What follows belongs to an exercise in optimizing a design on an open flow for small area; a production flow would make more cautious choices.
The RTL was checked by simulation tests, not by an equivalence proof against the original design.
Power and IR drop assume default switching activity.

==> flow/design.v (outline; a module is shown in full before it is edited, if it fits) <==
// module dot_product_stage_1: 13 lines
// module vd_mul: 1204 lines
// module vd_fa: 6 lines
// module vd_gtn: 6 lines
// module vd_xnor: 5 lines
// module vd_or: 5 lines
// module vd_gt: 6 lines
// module dot_product_stage_2: 177 lines
// module dot_product_TOP: 22 lines
module dot_product_TOP (in_vector_1, in_vector_2, clk, out_scalar);
  // ...
==> flow/run.sh <==
#!/bin/bash
# synth_recipe.tcl (not shown) runs the flow's synth.tcl, then flattens the netlist and writes it again
# the make line also repeats each setting of config.mk as NAME=value (left out here)
make -C /OpenROAD-flow-scripts/flow DESIGN_CONFIG=/design/flow/config.mk WORK_HOME=/design/flow/orfs CLKGATE_MAP_FILE= SYNTH_SCRIPT=/design/flow/synth_recipe.tcl finish
==> flow/config.mk <==
export PLATFORM = sky130hd
export DESIGN_NAME = dot_product_TOP
export DESIGN_NICKNAME = dot_product_TOP
export VERILOG_FILES = /design/flow/design.v
export SDC_FILE = /design/flow/constraint.sdc
export NUM_CORES = 4
export LEC_CHECK = 0
export CAP_MARGIN = 20
export CORE_MARGIN = 2
export CORE_UTILIZATION = 40
export SLEW_MARGIN = 20
export SYNTH_HIERARCHICAL = 1
export SYNTH_MINIMUM_KEEP_SIZE = 0
==> flow/constraint.sdc <==
create_clock -name core_clock -period 10.0 [get_ports {clk}]
set_input_delay 2.0000 -clock core_clock [delete_from_list [all_inputs] [get_ports {clk}]]
set_output_delay 2.0000 -clock core_clock [all_outputs]
set_load 0.01 [all_outputs]
==> flow_summary.toml, run 1 <==
[critical_path]
path_buf_inv = 4
cp.depth = 31
timing.rr.start = "stage1_x[18]"
cp_slowest_stage_delay_ns = 0.49
crit_end = "stage2_out[4]"

[status]
outcome = "complete, no violations"

[timing]
rsz0062_at_grt = "false"
worstMarginPinSlew_ns = 0.869
setup_viol = 0

[place]
port_buffers = 133
dp_cells = 3390
dpl_worst_slack_ns = 0.324

[layout]
mostFrequentLayoutCell = "nand2_1"
clkbuf_count = 9
nets = 3445
syn2layout_area_growth_pct = 10.2

[logic_synthesis]
syn_area_um2 = 25000
synth_cells = 2536
synth_top_area_frac = 0.608

[drt]
vias = 18700
wl_met2_um = 36200
drt_wl_total_um = 71900
vias_per_cell = 5.49

[grt]
grtUsageTotal = 0.236

[cts]
clk_latency_ns = 0.34
clk_pin_slew_ns = 0.07
holdBufCountCts = 0

[worst_hold_path]
hp-start = "stage1_x[18]"
==> inputs of run 2 (changes only) <==
--- a/flow/config.mk
+++ b/flow/config.mk
@@ -8,5 +8,5 @@
 export CAP_MARGIN = 20
 export CORE_MARGIN = 2
-export CORE_UTILIZATION = 40
+export CORE_UTILIZATION = 70
 export SLEW_MARGIN = 20
 export SYNTH_HIERARCHICAL = 1
==> run 2 against run 1 <==
  * Worst setup slack worse by 0.026 ns
  * Critical path type unchanged
  * Non-clock buffer count fell by 7
  * Critical endpoint is now stage2_out[0]
  * Highest routed layer is now met4
  * First-iteration DRC count grew 21%
  * Die area is 42% lower
  * Largest power group unchanged
==> flow_summary.toml, run 2 <==
[logic_synthesis]
syn-num-nets = 3412
ys_seq_area_frac = 0.0609
synth.distinct_cells = 60
yosysMostFrequentCell = "nand2_1"
synth_area_leaders = "fa_1 (61%), nand2_1 (14%), dfxtp_1 (6.1%)"
synth-main-ff-cell = "dfxtp_1"
ys_warn_count = 7
syn_area_um2 = 25000
yosysTopAreaCell = "fa_1"
ys_seq_elements = 76
yosys-top-cells-count = "nand2_1 (953), fa_1 (759), clkbuf_1 (174), xnor2_1 (114), dfxtp_1 (76)"
synth_edf_count = 0
synth_top_area_frac = 0.608
ys_async_sr_fraction = 0
syn_avg_cell_area_um2 = 9.86
synth_cells = 2536

[power]
swShare = 0.539
p_comb_frac = 0.926
p_int_mw = 3.98
ir_drop_uv = 431
clock_power_share = 0.035
pwr_density_cell_nw_per_um2 = 320
switching_power_mw = 4.66
power_frac_seq = 0.039
p_leak_nw = 9.13

[critical_path]
endpoint_kind = "flop"
worstPathRequired_ns = 10.22
cp_slowest_stage_delay_ns = 0.47
crit_type = "flop to flop"
crit_path_top_delay_cell = "fa_1"
critPathMostFrequentCell = "fa_1"
critPathLaunchType = "flop"
cp.arrival_ns = 9.77
crit_family = "adder cells"
path_buf_inv = 3
cp_max_fo = 18

[grt]
grt_pass1_wl_um = 109000
grt_max_degree = 19
antenna_found_initial = 0
grt_pass1_vias = 21300
overflow = 0
grtUsageTotal = 0.385

[layout]
layout_common_cells = "nand2_1 (953), fa_1 (759), clkdlybuf4s50_1 (133)"
fin_cells = 3028
nets = 3438
drive_gt1_frac = 0.0538
syn2layout_area_growth_pct = 8.09
mostFrequentLayoutCell = "nand2_1"
diodes = 0

[timing]
worstMarginPinSlew_ns = 0.853
setup_viol = 0
period_share = 0.955
hold_viol = 0
fmax_mhz = 105
skew_ns = 0.00512
drv_slew = 0
rsz0062_at_grt = "false"
slew-limit-headroom = 0.430
tns_ns = 0
layout_min_cycle_time_ns = 9.55

[drt]
dr.pass1.iters = 6
postRouteAntennaNets = 0
routedWlPerCell_um = 21.9
vias_per_cell = 6.34
drcViolationCount = 0
drt_wl_total_um = 66300
vias = 19200
drtIter0Drc = 1563

[place]
dp_cells = 3008
gp_congestion = 0.960
port_buffers = 133
dp_hpwl_um = 54200

[cts]
cts_tree = "built"
ctsLongestPathBuffers = 2
clk_latency_ns = 0.33
cts-root-buf = "clkbuf_16"
cts_sinks = 76
cts_max_level = 3
cts_inserted_buffers = 9
clk_pin_slew_ns = 0.05
cts-resized-gates = 0

[floorplanning]
die_y_um = 193
io_pins = 134
die_area_um2 = 37200
rows = 69
start_util = 0.706
dieWidth_um = 193
core_region_area_um2 = 35400

[status]
outcome = "complete, no violations"

[worst_hold_path]
hp-class = "flop to flop"

[flow_run]
drv_cap = 0
run 2: cell counts after synthesis:
Identical to the previous run, type by type.
run 2: path summary, 6_finish.rpt:
check          startpoint              to  slack (ns)  cells after the start
max          stage1_x[18]   stage2_out[0]        0.45                     30
min          stage1_x[18]  stage2_out[18]        0.59                      1
max reg2reg  stage1_x[18]   stage2_out[0]        0.45                     30
min reg2reg  stage1_x[18]  stage2_out[18]        0.59                      1
run 2: area by class of cell:
cell class                 instances  area (um2)
multi-input combinational       2228       22500
fill                            2511        8380
timing repair buffer             228        2040
sequential                        76        1520
tap                              461         577
clock buffer                      15         278
inverter                          19        71.3
clock inverter                     1        5.00
run 2: per-module statistics from Yosys (local to each module, per instance):
module,area (um2),cells inside,copies in the design,flops+latches
vd_xnor,8.76,1,51,0
dot_product_stage_2,1110,152,1,0
dot_product_TOP,1520,76,1,76
dot_product_stage_1,26.3,3,1,0
vd_gtn,7.51,2,30,0
vd_or,6.26,1,51,0
vd_fa,20.0,1,758,0
vd_mul,2040,459,3,0
vd_gt,13.8,2,4,0
run 2: kinds of logic (layout without fill, tap and decap cells):
group / Yosys count / in the layout / synth area share
buf+inv: 232 / 263 / 0.0381
mux: 7 / 7 / 0.00280
compound gates: 171 / 171 / 0.0501
fa+ha+maj: 761 / 761 / 0.609
simple gates: 1156 / 1156 / 0.192
flops: 76 / 76 / 0.0609
xor+xnor: 133 / 133 / 0.0472
run 2: per-layer routing:
metal	vias to the layer above	wire (um)	global-route usage
li1	7879	-	-
met1	9795	23800	0.506
met2	1257	31700	0.625
met3	272	7730	0.0963
met4	0	3100	0.153
met5	-	0	0
run 2: power groups by stage:
stage | combinational, mW | clock, mW | sequential, mW
after floorplan | 6.38 | 0 | 0.356
after global placement | 7.72 | 0 | 0.347
after detailed placement | 7.93 | 0 | 0.348
after CTS | 7.99 | 0.304 | 0.341
after global routing | 9.05 | 0.318 | 0.343
final | 8.00 | 0.300 | 0.341
run 2: through the flow:
stage | worst slack (ns) | hold WS (ns) | cell area, um2 | util | power [mW]
floorplan | 0.284 | 0.720 | 25000 | - | 6.74
global placement | 0.535 | 0.578 | 26700 | 0.754 | 8.07
detailed placement | 0.284 | 0.583 | 26700 | 0.754 | 8.28
CTS | 0.355 | 0.585 | 27000 | 0.762 | 8.64
global route | 0.0104 | 0.598 | 27000 | 0.763 | 9.71
finish | 0.451 | 0.586 | 27000 | 0.763 | 8.65
run 2: repair_timing:
action	CTS	global route
endpoints found under the setup margin	0	2
hold endpoints to repair	0	0
hold buffers	0	0
buffers inserted	0	4
==> inputs of run 3 (changes only) <==
==> flow/flow/run.sh (new file) <==
#!/bin/bash
# The standard layout, with the port buffers of a chosen cell.
set -euo pipefail
export BUFFER_PORTS_ARGS="-buffer_cell sky130_fd_sc_hd__buf_2"
bash standard.sh > standard.log 2>&1
==> flow/standard.sh (new file) <==
#!/bin/bash
# synth_recipe.tcl (not shown) runs the flow's synth.tcl, then flattens the netlist and writes it again
# the make line also repeats each setting of config.mk as NAME=value (left out here)
make -C /OpenROAD-flow-scripts/flow DESIGN_CONFIG=/design/flow/config.mk WORK_HOME=/design/flow/orfs CLKGATE_MAP_FILE= SYNTH_SCRIPT=/design/flow/synth_recipe.tcl "${@:-finish}"
removed: flow/run.sh
==> run 3 against run 2 <==
  * Clock power up 15%
  * Critical endpoint unchanged
  * Largest power group unchanged
  * Global-route usage down 0.91 points
  * Cell count down 1.7%
  * Flip-flop and latch count unchanged
  * Critical path depth unchanged
  * Worst setup slack worse by 0.0032 ns
  * Sequential power about the same
  * Via count down 1.3%
  * Register-to-register slack about the same
  * Clock skew about the same
  * First-iteration DRC count up 9.3%
  * Largest cell class unchanged
  * Synthesized cell count unchanged
==> flow_summary.toml, run 3 <==
[logic_synthesis]
yosys-top-cells-count = "nand2_1 (953), fa_1 (759), clkbuf_1 (174), xnor2_1 (114), dfxtp_1 (76)"
syn-num-nets = 3412
synth_edf_count = 0
synth_top_area_frac = 0.608
ys_async_sr_fraction = 0
synth_area_leaders = "fa_1 (61%), nand2_1 (14%), dfxtp_1 (6.1%)"
yosysMostFrequentCell = "nand2_1"
ys_seq_elements = 76
syn_area_um2 = 25000
ys_seq_area_frac = 0.0609
syn_avg_cell_area_um2 = 9.86
synth_cells = 2536
ys_warn_count = 7
synth-main-ff-cell = "dfxtp_1"
yosysTopAreaCell = "fa_1"
synth.distinct_cells = 60

[critical_path]
critPathMostFrequentCell = "fa_1"
worstPathRequired_ns = 10.23
path_buf_inv = 2
cp_max_fo = 8
cp.arrival_ns = 9.78
r2r_slack_ns = 0.45
crit_family = "adder cells"
crit_path_top_delay_cell = "fa_1"
endpoint_kind = "flop"
cp_slowest_stage_delay_ns = 0.47
crit_type = "flop to flop"
critPathLaunchType = "flop"

[drt]
wl_met1_um = 23300
drtIter0Drc = 1708
dr.pass1.iters = 7
wl_met3_um = 8070
vias = 19000
postRouteAntennaNets = 0
routedWlPerCell_um = 21.7
drt_wl_total_um = 64700
drcViolationCount = 0
vias_per_cell = 6.37
highest-signal-layer = "met5"
wl_met2_um = 30500

[layout]
layout_common_cells = "nand2_1 (953), fa_1 (759), buf_2 (133)"
mostFrequentLayoutCell = "nand2_1"
drive_gt1_frac = 0.0886
final_core_util = 0.735
fill_cells = 2603
nets = 3387
syn2layout_area_growth_pct = 4.05
diodes = 0

[timing]
holdWs_ns = 0.626
layout_min_cycle_time_ns = 9.55
setup_slack_ns = 0.447
setup_viol = 0
skew_ns = 0.00469
tns_ns = 0
slew-limit-headroom = 0.317
drv_slew = 0
rsz0062_at_grt = "false"
hold_viol = 0
period_share = 0.955
fmax_mhz = 105
worstMarginPinSlew_ns = 1.01

[cts]
cts-resized-gates = 0
clk_pin_slew_ns = 0.06
cts_max_level = 3
cts-root-buf = "clkbuf_16"
cts_tree = "built"
cts_inserted_buffers = 9
clk_latency_ns = 0.34
ctsLongestPathBuffers = 2
cts_sinks = 76

[grt]
grtUsageTotal = 0.376
grt_pass1_wl_um = 106000
antenna_found_initial = 1
grt_max_degree = 20
overflow = 0
grt_pass1_vias = 20600

[floorplanning]
die_area_um2 = 37200
die_y_um = 193
io_pins = 134
core_region_area_um2 = 35400
start_util = 0.706
rows = 69
dieWidth_um = 193

[flow_run]
drv_cap = 0

[power]
total_power_mw = 8.58
p_leak_nw = 8.87
pwr_density_cell_nw_per_um2 = 330
ir_drop_uv = 402

[place]
dp_hpwl_um = 51400
port_buffers = 133
gp_congestion = 0.987
dpl_worst_slack_ns = 0.415

[status]
outcome = "complete, no violations"

[worst_hold_path]
hp-class = "flop to flop"
run 3: cell count changes in the layout (fill, tap and decap cells not counted):
| cell | delta |
|---|---|
| clkinvlp_4 | +2 |
| clkdlybuf4s50_1 | -133 |
| buf_4 | -51 |
| inv_6 | +2 |
| bufinv_16 | +2 |
| clkbuf_1 | -3 |
| clkbuf_8 | -3 |
| buf_2 | +133 |
run 3: final timing paths:
check / end / from / cells past startpoint
setup reg to reg: stage2_out[0] / stage1_x[18] / 30
hold reg to reg: stage2_out[18] / stage1_x[18] / 1
setup / recovery: stage2_out[0] / stage1_x[18] / 30
hold / removal: stage2_out[18] / stage1_x[18] / 1
run 3: power by group:
part           total (mW)  leakage, nW  switching [mW]  internal (mW)
Clock               0.345        0.152           0.125          0.219
Combinational        7.89         8.10            4.51           3.38
Sequential          0.340        0.619         0.00747          0.332
run 3: cell type report:
cell class                 count  area, um2  area share
timing repair buffer         177        996      0.0383
multi-input combinational   2228      22500       0.866
inverter                      19       71.3     0.00274
clock inverter                 7       97.6     0.00375
sequential                    76       1520      0.0585
clock buffer                   9        225     0.00866
tap                          461        577      0.0222
run 3: repair_timing:
action                     4_1_cts  5_1_grt
setup endpoints to repair        0        1
buffers inserted                 0        5
hold buffers                     0        0
run 3: cell families (layout without fill, tap and decap cells):
logic type / Yosys count / in the layout / synth area share
XOR/XNOR: 133 / 133 / 0.0472
adder cells (fa/ha/maj): 761 / 761 / 0.609
flip-flops: 76 / 76 / 0.0609
multiplexers: 7 / 7 / 0.00280
buffers and inverters: 232 / 212 / 0.0381
AO/OA/AOI/OAI: 171 / 171 / 0.0501
AND/OR/NAND/NOR: 1156 / 1156 / 0.192
run 3: layer usage:
layer  GRT usage  vias to the layer above
li1            -                     7770
met1       0.509                     9683
met2       0.593                     1247
met3      0.0999                      254
met4       0.142                        2
met5           0                        -
run 3: through the flow:
| stage | instance area (um2) | std cells |
|---|---|---|
| floorplan | 25000 | 2536 |
| global placement | 25600 | 2956 |
| detailed placement | 25600 | 2956 |
| CTS | 26000 | 2972 |
| global route | 26000 | 2977 |
| finish | 26000 | 2977 |
run 3: per-module statistics from Yosys, one instance, submodules excluded:
module,flops+latches,area (um2)
vd_gt,0,13.8
dot_product_stage_1,0,26.3
vd_gtn,0,7.51
dot_product_stage_2,0,1110
vd_xnor,0,8.76
vd_or,0,6.26
dot_product_TOP,76,1520
vd_mul,0,2040
vd_fa,0,20.0
run 3: worst reg2reg max path, delay by kind of cell, from the launching register on:
| kind | cells | cell delay, ns |
|---|---|---|
| XOR/XNOR | 2 | 0.33 |
| flip-flops | 1 | 0.45 |
| AO/OA/AOI/OAI | 3 | 0.73 |
| AND/OR/NAND/NOR | 5 | 0.79 |
| buffers and inverters | 2 | 0.21 |
| adder cells (fa/ha/maj) | 18 | 6.96 |
==> inputs of run 4 (changes only) <==
==> flow/flow/run.sh (replaced) <==
#!/bin/bash
# The standard layout, with the port buffers of a chosen cell.
set -euo pipefail
export BUFFER_PORTS_ARGS="-buffer_cell sky130_fd_sc_hd__buf_4"
bash standard.sh > standard.log 2>&1
==> run 4 against run 3 <==
  * Still clean
  * Synthesized cell count stayed put
  * Count of clock-buffer cells in the layout is 1 higher
  * Non-clock buffer count is 35 lower
  * Global-route usage is 1.4 points lower
  * Synthesized area stayed put
  * Die area stayed put
  * Sequential power hardly changed
  * Hold slack worse by 0.021 ns
  * Via count is 1.2% lower
  * Routed wire length is 3.3% lower
==> flow_summary.toml, run 4 <==
[status]
outcome = "complete, no violations"

[logic_synthesis]
yosysMostFrequentCell = "nand2_1"
synth_area_leaders = "fa_1 (61%), nand2_1 (14%), dfxtp_1 (6.1%)"
ys_warn_count = 7
synth_edf_count = 0
syn_avg_cell_area_um2 = 9.86
synth-main-ff-cell = "dfxtp_1"
yosys-top-cells-count = "nand2_1 (953), fa_1 (759), clkbuf_1 (174), xnor2_1 (114), dfxtp_1 (76)"
synth_cells = 2536
synth_top_family_by_area = "adder cells"
yosysTopAreaCell = "fa_1"
ys_async_sr_fraction = 0
synthMuxAreaShare = 0.00280
synth.distinct_cells = 60
syn_area_um2 = 25000
synth_top_area_frac = 0.608
ys_seq_area_frac = 0.0609
syn-num-nets = 3412
synth-simple-area-share = 0.192
ys_seq_elements = 76
synth_compound_area_frac = 0.0501
synth_xor_area_frac = 0.0472
synth_fa_ha_area_frac = 0.609

[power]
total_power_mw = 8.55
switching_power_mw = 4.59
pwr_density_cell_nw_per_um2 = 328
ir_drop_uv = 417
p_int_mw = 3.97
power_frac_seq = 0.040
p_comb_frac = 0.919
p_leak_nw = 8.83
swShare = 0.536
clock_power_share = 0.041

[drt]
postRouteAntennaNets = 0
drt_wl_total_um = 62600
routedWlPerCell_um = 21.3
drcViolationCount = 0
vias_per_cell = 6.37
drtIter0Drc = 1272
dr.pass1.iters = 7
vias = 18700

[cts]
cts_sinks = 76
cts-root-buf = "clkbuf_16"
cts_tree = "built"
ctsLongestPathBuffers = 2
clk_latency_ns = 0.34
clk_pin_slew_ns = 0.06
holdBufCountCts = 0
cts_inserted_buffers = 9
cts_max_level = 3

[grt]
grt_pass1_vias = 20300
overflow = 0
grt_max_degree = 20
antenna_found_initial = 0
grtUsageTotal = 0.362
grt_pass1_wl_um = 104000

[timing]
slew-limit-headroom = 0.444
skew_ns = 0.00278
fmax_mhz = 104
hold_viol = 0
tns_ns = 0
period_share = 0.958
rsz0062_at_grt = "false"
holdWs_ns = 0.605
worstMarginPinSlew_ns = 0.827
layout_min_cycle_time_ns = 9.58
drv_slew = 0
setup_viol = 0

[layout]
drive_gt1_frac = 0.0758
syn2layout_area_growth_pct = 4.34
nets = 3352
postLayoutCellArea_um2 = 26100
final_core_util = 0.737
diodes = 0
mostFrequentLayoutCell = "nand2_1"
layout_common_cells = "nand2_1 (953), fa_1 (759), buf_4 (142)"

[place]
gp_congestion = 0.907
port_buffers = 133
dpl_cell_area_um2 = 25700
dp_hpwl_um = 48700

[critical_path]
critPathLaunchType = "flop"
cp.arrival_ns = 9.81
endpoint_kind = "flop"
crit_type = "flop to flop"
crit_path_top_delay_cell = "fa_1"
cp_slowest_stage_delay_ns = 0.50
critPathMostFrequentCell = "fa_1"
cp_max_fo = 18
worstPathRequired_ns = 10.23

[floorplanning]
dieWidth_um = 193
rows = 69
core_region_area_um2 = 35400
io_pins = 134
start_util = 0.706
die_area_um2 = 37200
die_y_um = 193

[flow_run]
drv_cap = 0

[worst_hold_path]
hp-class = "flop to flop"
## run 4: cell counts after synthesis
Identical to the previous run, type by type.
## run 4: worst paths after layout
check / slack [ns] / start / endpoint / cells after the start
min: 0.61 / stage1_x[18] / stage2_out[18] / 1
max: 0.42 / stage1_x[18] / stage2_out[0] / 30
max reg2reg: 0.42 / stage1_x[18] / stage2_out[0] / 30
min reg2reg: 0.61 / stage1_x[18] / stage2_out[18] / 1
## run 4: cell families after synthesis
kind of cell | count (synthesis)
AOI/OAI and AO/OA | 171
xor gates and xnor gates | 133
DFF | 76
adders and majority gates | 761
buffers and inverters | 232
and+or+nand+nor | 1156
muxes | 7
## run 4: routing by layer
layer | track usage | up-vias | share of wire
li1 | - | 7702 | -
met5 | 0 | - | 0
met2 | 0.586 | 1161 | 0.49
met4 | 0.115 | 0 | 0.035
met3 | 0.0706 | 199 | 0.11
met1 | 0.503 | 9668 | 0.37
## run 4: Yosys stat by module, one instance, submodules excluded
module | copies in the design | cell area (um2) | flip-flops and latches | cells
vd_or | 51 | 6.26 | 0 | 1
vd_gtn | 30 | 7.51 | 0 | 2
dot_product_stage_2 | 1 | 1110 | 0 | 152
dot_product_stage_1 | 1 | 26.3 | 0 | 3
vd_mul | 3 | 2040 | 0 | 459
vd_gt | 4 | 13.8 | 0 | 2
dot_product_TOP | 1 | 1520 | 76 | 76
vd_fa | 758 | 20.0 | 0 | 1
vd_xnor | 51 | 8.76 | 0 | 1
## run 4: power by group through the flow
stage	registers [mW]	logic [mW]	clock network, mW
after floorplan	0.356	6.38	0
after global placement	0.348	7.65	0
after detailed placement	0.348	7.83	0
after CTS	0.342	7.88	0.353
after global routing	0.344	8.96	0.366
final	0.341	7.86	0.349
## run 4: area by class of cell
class	count	area [um2]
Clock buffer	10	239
Multi-Input combinational cell	2228	22500
Sequential cell	76	1520
Tap cell	461	577
Inverter	19	71.3
Clock inverter	6	86.3
Fill cell	2553	9310
Timing Repair Buffer	142	1070
## run 4: worst max-delay path: cells and delay by family, from the launching register on
kind / cells / cell delay [ns]
xor+xnor: 2 / 0.38
fa+ha+maj: 17 / 6.64
flops: 1 / 0.44
buf+inv: 3 / 0.51
compound gates: 3 / 0.71
simple gates: 5 / 0.80
## run 4: repair_timing
action	in CTS	in global routing
endpoints found under the hold margin	0	0
gates resized for setup	0	0
setup endpoints to repair	0	1
buffers inserted	0	4
## run 4: per-stage QoR
stage / cells / worst slack, ns
after floorplan: 2536 / 0.284
after global placement: 2922 / 0.640
after detailed placement: 2922 / 0.360
after CTS: 2938 / 0.326
after global routing: 2942 / 0.0205
final: 2942 / 0.415

[afterwards: timing with drivers on the ports]
Ports are ideal in the flow. The routed layouts listed here were re-timed in OpenROAD.
Step 1 sets driving cells, clkbuf_16 on the clock port and buf_2 on the other inputs (assumed; they add their load-dependent delay and slew).
Step 2 moves the port delays by t, midway between the first and last clock arrival at a register: inputs arrive t later, outputs are due t later. That takes back most of the time a late clock gives input paths.
Three values: ideal ports, drivers, drivers and shift; two values: the first two.
| run | t, ns | setup WS [ns] | worst slew at a driven data input, ns | cell pins on the clock port's net |
|---|---|---|---|---|
| run 1 | 0.375 | 0.477 / 0.477 / 0.313 | 0.11 | 1 |
| run 2 | 0.364 | 0.451 / 0.451 / 0.258 | 0.07 | 1 |
| run 3 | 0.377 | 0.447 / 0.447 / 0.447 | 0.05 | 1 |
| run 4 | 0.373 | 0.415 / 0.415 / 0.415 | 0.04 | 1 |
After both steps every run listed still meets setup and hold. For run 2, which loses most, drivers alone change the setup slack by 0.000 ns; drivers and shift together by -0.193 ns.
